Context: an optimization exercise on an open-source flow, tuned for small area, a short achievable clock period and few clock cycles per item. The choices shown serve that exercise and are no tape-out recipe. At most, simulation tests tie the RTL to the original design; equivalence was not proved. Power and IR drop assume default switching activity.

==> run A: inputs <==
==> flow/design.v <==
`default_nettype none
module iterativeDivision
  #(parameter int unsigned DATA_W = 32)
  ( input  var logic i_clk
  , input  var logic i_rst  
  , input  var logic [DATA_W-1:0] i_dividend
  , input  var logic [DATA_W-1:0] i_divisor
  , input  var logic i_start  
  , output var logic [DATA_W-1:0] o_quotient
  , output var logic [DATA_W-1:0] o_remainder
  , output var logic o_finish  
  );
  function automatic logic [5:0] clz32(input logic [31:0] x);
    logic [15:0] z1; logic [15:0] c1;       
    logic [7:0]  z2; logic [15:0] c2;       
    logic [3:0]  z3; logic [11:0] c3;       
    logic [1:0]  z4; logic [7:0]  c4;       
    logic        z5; logic [4:0]  c5;
    for (int i = 0; i < 16; i++) begin
      z1[i] = !(x[2*i+1] || x[2*i]);
      c1[i] = !x[2*i+1];
    end
    for (int i = 0; i < 8; i++) begin
      z2[i]         = z1[2*i+1] && z1[2*i];
      c2[2*i+:2]    = z1[2*i+1] ? {1'b1, c1[2*i]} : {1'b0, c1[2*i+1]};
    end
    for (int i = 0; i < 4; i++) begin
      z3[i]         = z2[2*i+1] && z2[2*i];
      c3[3*i+:3]    = z2[2*i+1] ? {1'b1, c2[4*i+:2]} : {1'b0, c2[4*i+2+:2]};
    end
    for (int i = 0; i < 2; i++) begin
      z4[i]         = z3[2*i+1] && z3[2*i];
      c4[4*i+:4]    = z3[2*i+1] ? {1'b1, c3[6*i+:3]} : {1'b0, c3[6*i+3+:3]};
    end
    z5 = z4[1] && z4[0];
    c5 = z4[1] ? {1'b1, c4[3:0]} : {1'b0, c4[7:4]};
    clz32 = {z5, z5 ? 5'd0 : c5};
  endfunction
  logic divZero_q;
  logic [5:0] zA, zB;
  logic [6:0] shDiff_q;
  always_comb begin
    zA = clz32(i_dividend);
    zB = clz32(i_divisor);
  end
  always_ff @(posedge i_clk)
    if (i_start)
      shDiff_q <= {1'b0, zB} - {1'b0, zA};
  logic [3:0] shAmt;
  logic       quotZero, alignDone;
  always_comb begin
    shAmt    = shDiff_q[4:1];
    quotZero = shDiff_q[6] || divZero_q;
    alignDone = (shDiff_q[5:1] == '0);
  end
  logic       busy_q, align_q, step_q;
  logic [3:0] count_q;
  always_ff @(posedge i_clk)
    if (i_rst) begin
      busy_q  <= '0;
      align_q <= '0;
      step_q  <= '0;
    end else if (i_start) begin
      busy_q  <= '1;
      align_q <= '1;
      step_q  <= '0;
    end else if (align_q) begin
      busy_q  <= !quotZero;
      align_q <= '0;
      step_q  <= !quotZero && !alignDone;
    end else begin
      busy_q  <= busy_q && step_q;
      step_q  <= step_q && (count_q != '0);
    end
  always_ff @(posedge i_clk)
    if (align_q)
      count_q <= shAmt;
    else
      count_q <= count_q - 1'b1;
  always_comb
    o_finish = busy_q && (align_q ? quotZero : !step_q);
  logic [DATA_W:0]   div_q;
  logic [DATA_W-1:0] rem_q, quo_q, remNext;
  logic              doStep;
  always_comb
    doStep = step_q || (align_q && alignDone && !quotZero);
  localparam int unsigned W = DATA_W + 3;
  logic [W-1:0] rX, dX, d2X, s3, c3;
  logic [W:0]   t1, t2, t3;
  logic         ge1, ge2, ge3, q1, q2;
  always_comb begin
    rX  = W'(rem_q);
    d2X = W'(div_q);
    dX  = W'(div_q[DATA_W:1]);
    s3  = rX ^ ~d2X ^ ~dX;
    c3  = {(rX[W-2:0] & ~d2X[W-2:0]) | (rX[W-2:0] & ~dX[W-2:0])
           | (~d2X[W-2:0] & ~dX[W-2:0]), 1'b1};
    t1  = {rX, 1'b1} + {~dX, 1'b1};
    t2  = {rX, 1'b1} + {~d2X, 1'b1};
    t3  = {s3, 1'b1} + {c3, 1'b1};
    ge1 = !t1[W];
    ge2 = !t2[W];
    ge3 = !t3[W];
    q1  = ge2;
    q2  = ge3 || (ge1 && !ge2);
    if (ge3)
      remNext = t3[DATA_W:1];
    else if (ge2)
      remNext = t2[DATA_W:1];
    else if (ge1)
      remNext = t1[DATA_W:1];
    else
      remNext = rem_q;
  end
  always_ff @(posedge i_clk)
    if (i_start)
      divZero_q <= (i_divisor == '0);
  always_ff @(posedge i_clk)
    if (i_start)
      div_q <= {i_divisor, 1'b0};
    else if (align_q)
      div_q <= div_q << {shAmt, 1'b0};
    else
      div_q <= div_q >> 2;
  always_ff @(posedge i_clk)
    if (i_start)
      rem_q <= i_dividend;
    else if (doStep)
      rem_q <= remNext;
  always_ff @(posedge i_clk)
    if (i_start)
      quo_q <= {DATA_W{i_divisor == '0}};
    else if (doStep)
      quo_q <= {quo_q[DATA_W-3:0], q1, q2};
  always_comb begin
    o_quotient  = quo_q;
    o_remainder = rem_q;
  end
endmodule
`resetall
==> flow/run.sh <==
#!/bin/bash
# synth_recipe.tcl (not shown) runs the flow's synth.tcl, then flattens the netlist and writes it again
# the make line also repeats each setting of config.mk as NAME=value (left out here)
make -C /OpenROAD-flow-scripts/flow DESIGN_CONFIG=/design/flow/config.mk WORK_HOME=/design/flow/orfs CLKGATE_MAP_FILE= SYNTH_SCRIPT=/design/flow/synth_recipe.tcl finish
==> flow/config.mk <==
export PLATFORM = sky130hd
export DESIGN_NAME = iterativeDivision
export DESIGN_NICKNAME = iterativeDivision
export VERILOG_FILES = /design/flow/design.v
export SDC_FILE = /design/flow/constraint.sdc
export NUM_CORES = 4
export LEC_CHECK = 0
export ABC_AREA = 1
export CAP_MARGIN = 20
export CORE_MARGIN = 2
export CORE_UTILIZATION = 40
export SETUP_SLACK_MARGIN = 4.0
export SLEW_MARGIN = 20
==> flow/constraint.sdc <==
create_clock -name core_clock -period 8.0 [get_ports {i_clk}]
set_input_delay 1.6000 -clock core_clock [delete_from_list [all_inputs] [get_ports {i_clk}]]
set_output_delay 1.6000 -clock core_clock [all_outputs]
set_load 0.01 [all_outputs]
==> run F: changes against run A <==
==> flow/design.v, changed modules only <==
module iterativeDivision
  #(parameter int unsigned DATA_W = 32)
  ( input  var logic i_clk
  , input  var logic i_rst  
  , input  var logic [DATA_W-1:0] i_dividend
  , input  var logic [DATA_W-1:0] i_divisor
  , input  var logic i_start  
  , output var logic [DATA_W-1:0] o_quotient
  , output var logic [DATA_W-1:0] o_remainder
  , output var logic o_finish  
  );
  function automatic logic [5:0] clz32(input logic [31:0] x);
    logic [15:0] z1; logic [15:0] c1;       
    logic [7:0]  z2; logic [15:0] c2;       
    logic [3:0]  z3; logic [11:0] c3;       
    logic [1:0]  z4; logic [7:0]  c4;       
    logic        z5; logic [4:0]  c5;
    for (int i = 0; i < 16; i++) begin
      z1[i] = !(x[2*i+1] || x[2*i]);
      c1[i] = !x[2*i+1];
    end
    for (int i = 0; i < 8; i++) begin
      z2[i]         = z1[2*i+1] && z1[2*i];
      c2[2*i+:2]    = z1[2*i+1] ? {1'b1, c1[2*i]} : {1'b0, c1[2*i+1]};
    end
    for (int i = 0; i < 4; i++) begin
      z3[i]         = z2[2*i+1] && z2[2*i];
      c3[3*i+:3]    = z2[2*i+1] ? {1'b1, c2[4*i+:2]} : {1'b0, c2[4*i+2+:2]};
    end
    for (int i = 0; i < 2; i++) begin
      z4[i]         = z3[2*i+1] && z3[2*i];
      c4[4*i+:4]    = z3[2*i+1] ? {1'b1, c3[6*i+:3]} : {1'b0, c3[6*i+3+:3]};
    end
    z5 = z4[1] && z4[0];
    c5 = z4[1] ? {1'b1, c4[3:0]} : {1'b0, c4[7:4]};
    clz32 = {z5, z5 ? 5'd0 : c5};
  endfunction
  logic [5:0] zA_q, zB_q;
  logic       quotZero_q, divZero_q;
  logic [31:0] dividendSeen;
  always_comb begin
    dividendSeen[31] = i_dividend[31];
    for (int i = 30; i >= 0; i--)
      dividendSeen[i] = dividendSeen[i+1] || i_dividend[i];
  end
  always_ff @(posedge i_clk) begin
    zA_q       <= clz32(i_dividend);
    zB_q       <= clz32(i_divisor);
    quotZero_q <= (i_divisor == '0) || ((i_divisor & ~dividendSeen) != '0);
    divZero_q  <= (i_divisor == '0);
  end
  logic [5:0] shDiff;
  logic [4:0] shAmt;
  logic       quotZero, alignDone;
  always_comb begin
    shDiff   = zB_q - zA_q;  
    shAmt    = shDiff[4:0];
    quotZero = quotZero_q;
    alignDone = (shDiff[5:0] == '0);
  end
  logic       busy_q, align_q, step_q;
  logic [4:0] count_q;
  always_ff @(posedge i_clk)
    if (i_rst) begin
      busy_q  <= '0;
      align_q <= '0;
      step_q  <= '0;
    end else if (i_start) begin
      busy_q  <= '1;
      align_q <= '1;
      step_q  <= '0;
    end else if (align_q) begin
      busy_q  <= !quotZero;
      align_q <= '0;
      step_q  <= !quotZero && !alignDone;
    end else begin
      busy_q  <= busy_q && step_q;
      step_q  <= step_q && (count_q != '0);
    end
  always_ff @(posedge i_clk)
    if (align_q)
      count_q <= shAmt;
    else
      count_q <= count_q - 1'b1;
  always_comb
    o_finish = busy_q && (align_q ? quotZero : !step_q);
  logic [DATA_W-1:0] div_q, rem_q, quo_q, remNext;
  logic              doStep;
  always_comb
    doStep = step_q || (align_q && alignDone && !quotZero);
  logic [DATA_W:0] diff;
  logic            qBit;
  always_comb begin
    diff    = {1'b0, rem_q} - {1'b0, div_q};
    qBit    = !diff[DATA_W];
    remNext = qBit ? diff[DATA_W-1:0] : rem_q;
  end
  always_ff @(posedge i_clk)
    if (i_start)
      div_q <= i_divisor;
    else if (align_q)
      div_q <= div_q << shAmt;
    else
      div_q <= div_q >> 1;
  always_ff @(posedge i_clk)
    if (i_start)
      rem_q <= i_dividend;
    else if (doStep)
      rem_q <= remNext;
  always_ff @(posedge i_clk)
    if (i_start || (align_q && !alignDone))
      quo_q <= '0;
    else
      quo_q <= {quo_q[DATA_W-2:0], qBit};
  always_comb begin
    o_quotient  = quo_q | {DATA_W{align_q && divZero_q}};
    o_remainder = rem_q;
  end
endmodule
==> flow/flow/run.sh (new file) <==
#!/bin/bash
# Standard layout, with the port buffers made from the smallest buffer cell
# (repair may still resize them), and timing repair aimed at a 5.3 ns setup
# margin. make's output goes to flow_make.log; each ORFS step writes its own
# log under orfs/logs/.
set -euo pipefail
export BUFFER_PORTS_ARGS="-buffer_cell sky130_fd_sc_hd__buf_1"
bash standard.sh finish SETUP_SLACK_MARGIN=5.3 > flow_make.log 2>&1
==> flow/standard.sh (new file) <==
#!/bin/bash
# synth_recipe.tcl (not shown) runs the flow's synth.tcl, then flattens the netlist and writes it again
# the make line also repeats each setting of config.mk as NAME=value (left out here)
make -C /OpenROAD-flow-scripts/flow DESIGN_CONFIG=/design/flow/config.mk WORK_HOME=/design/flow/orfs CLKGATE_MAP_FILE= SYNTH_SCRIPT=/design/flow/synth_recipe.tcl "${@:-finish}"
- SETUP_SLACK_MARGIN: 4.0 -> 5.0
removed: flow/run.sh
==> notes <==
Run F completed with no timing, DRC or antenna violations. Run A ran to the end with no violations. In run A the sequential share of layout area is lower than in run F, by 6.6 points. Against run A, the wire length of run F is lower by about 40%. In combinational power, run A is at 3.9 times the value of run F. Of run A and run F, run F has the higher clock power (gap about 34%, measured against run F). In run A the clock skew is higher than in run F, by 8.6 ps. In run A the area after synthesis is larger than in run F, by about 60%. Between run F and run A, the lower critical path depth is in run F (gap 11). Of run F and run A, run A has the higher worst hold slack (gap 18 ps). Between run F and run A, the lower final cell count is in run F (gap 35%, measured against run A).
==> figures <==
| metric | run F | run A |
|---|---|---|
| Maximum clock rate | 340 MHz | 258 MHz |
| Via-to-Cell Ratio | 5.42 | 5.42 |
| Post-Place Setup Slack | 4310 ps | 3220 ps |
| Instance count on the critical path | 4 | 15 |
| Simple logic cell fraction of the synthesized area | 35.7% | 36.7% |
| Final layout net count | 1730 | 2686 |
| Number of tap instances | 285 | 461 |
| Power consumed by the clock network | 0.733 mW | 0.481 mW |
| Cell total after placement | 1858 | 2909 |
| Total combinational power | 1.07 mW | 4.19 mW |
| Routed met3 length | 2790 um | 3170 um |
| Met2 wire len | 15200 um | 27700 um |
| Starting density of the core | 40.7% | 40.6% |
| Final core utilization | 48.9% | 47.3% |
| Share of the clock period used by the worst path | 36.8% | 48.4% |
| Average routed wire per standard cell | 18.2 um | 20.0 um |
| Status | complete, no violations | complete, no violations |
| Vias in the first global route | 9097 | 15.6k |
| Sum of internal, switching and leakage power | 2.53 mW | 5.62 mW |
Testbench counts of run A, summed over its fixed seeds: cycles 13,806, items 3,200.
Only the layout flow was run in run F; the RTL was not checked for function there.

separate check: timing with driven ports:
How much do the figures lean on ideal ports? The routed layouts below were timed once more, with nothing changed but the port constraints.
Step 1 sets driving cells, clkbuf_16 on the clock port and buf_2 on the other inputs (assumed; they add their load-dependent delay and slew).
Step 2 also shifts input and output timing later by t, the mid clock arrival at the registers, as if the neighbouring blocks saw the same clock.
Three values: ideal ports, drivers, drivers and shift; two values: the first two.
run | t, ns | setup WS [ns] | worst hold slack (ns) | worst data-port slew with drivers (ns)
run A | 0.430 | 4.125 / 4.125 / 3.724 | 0.451 / 0.451 / 0.451 | 0.06
run F | 0.478 | 5.060 / 5.011 / 4.882 | 0.433 / 0.433 / 0.433 | 0.07
After both steps setup and hold are still met in every run listed. For run A, which loses most, drivers alone change the setup slack by 0.000 ns; drivers and shift together by -0.401 ns.
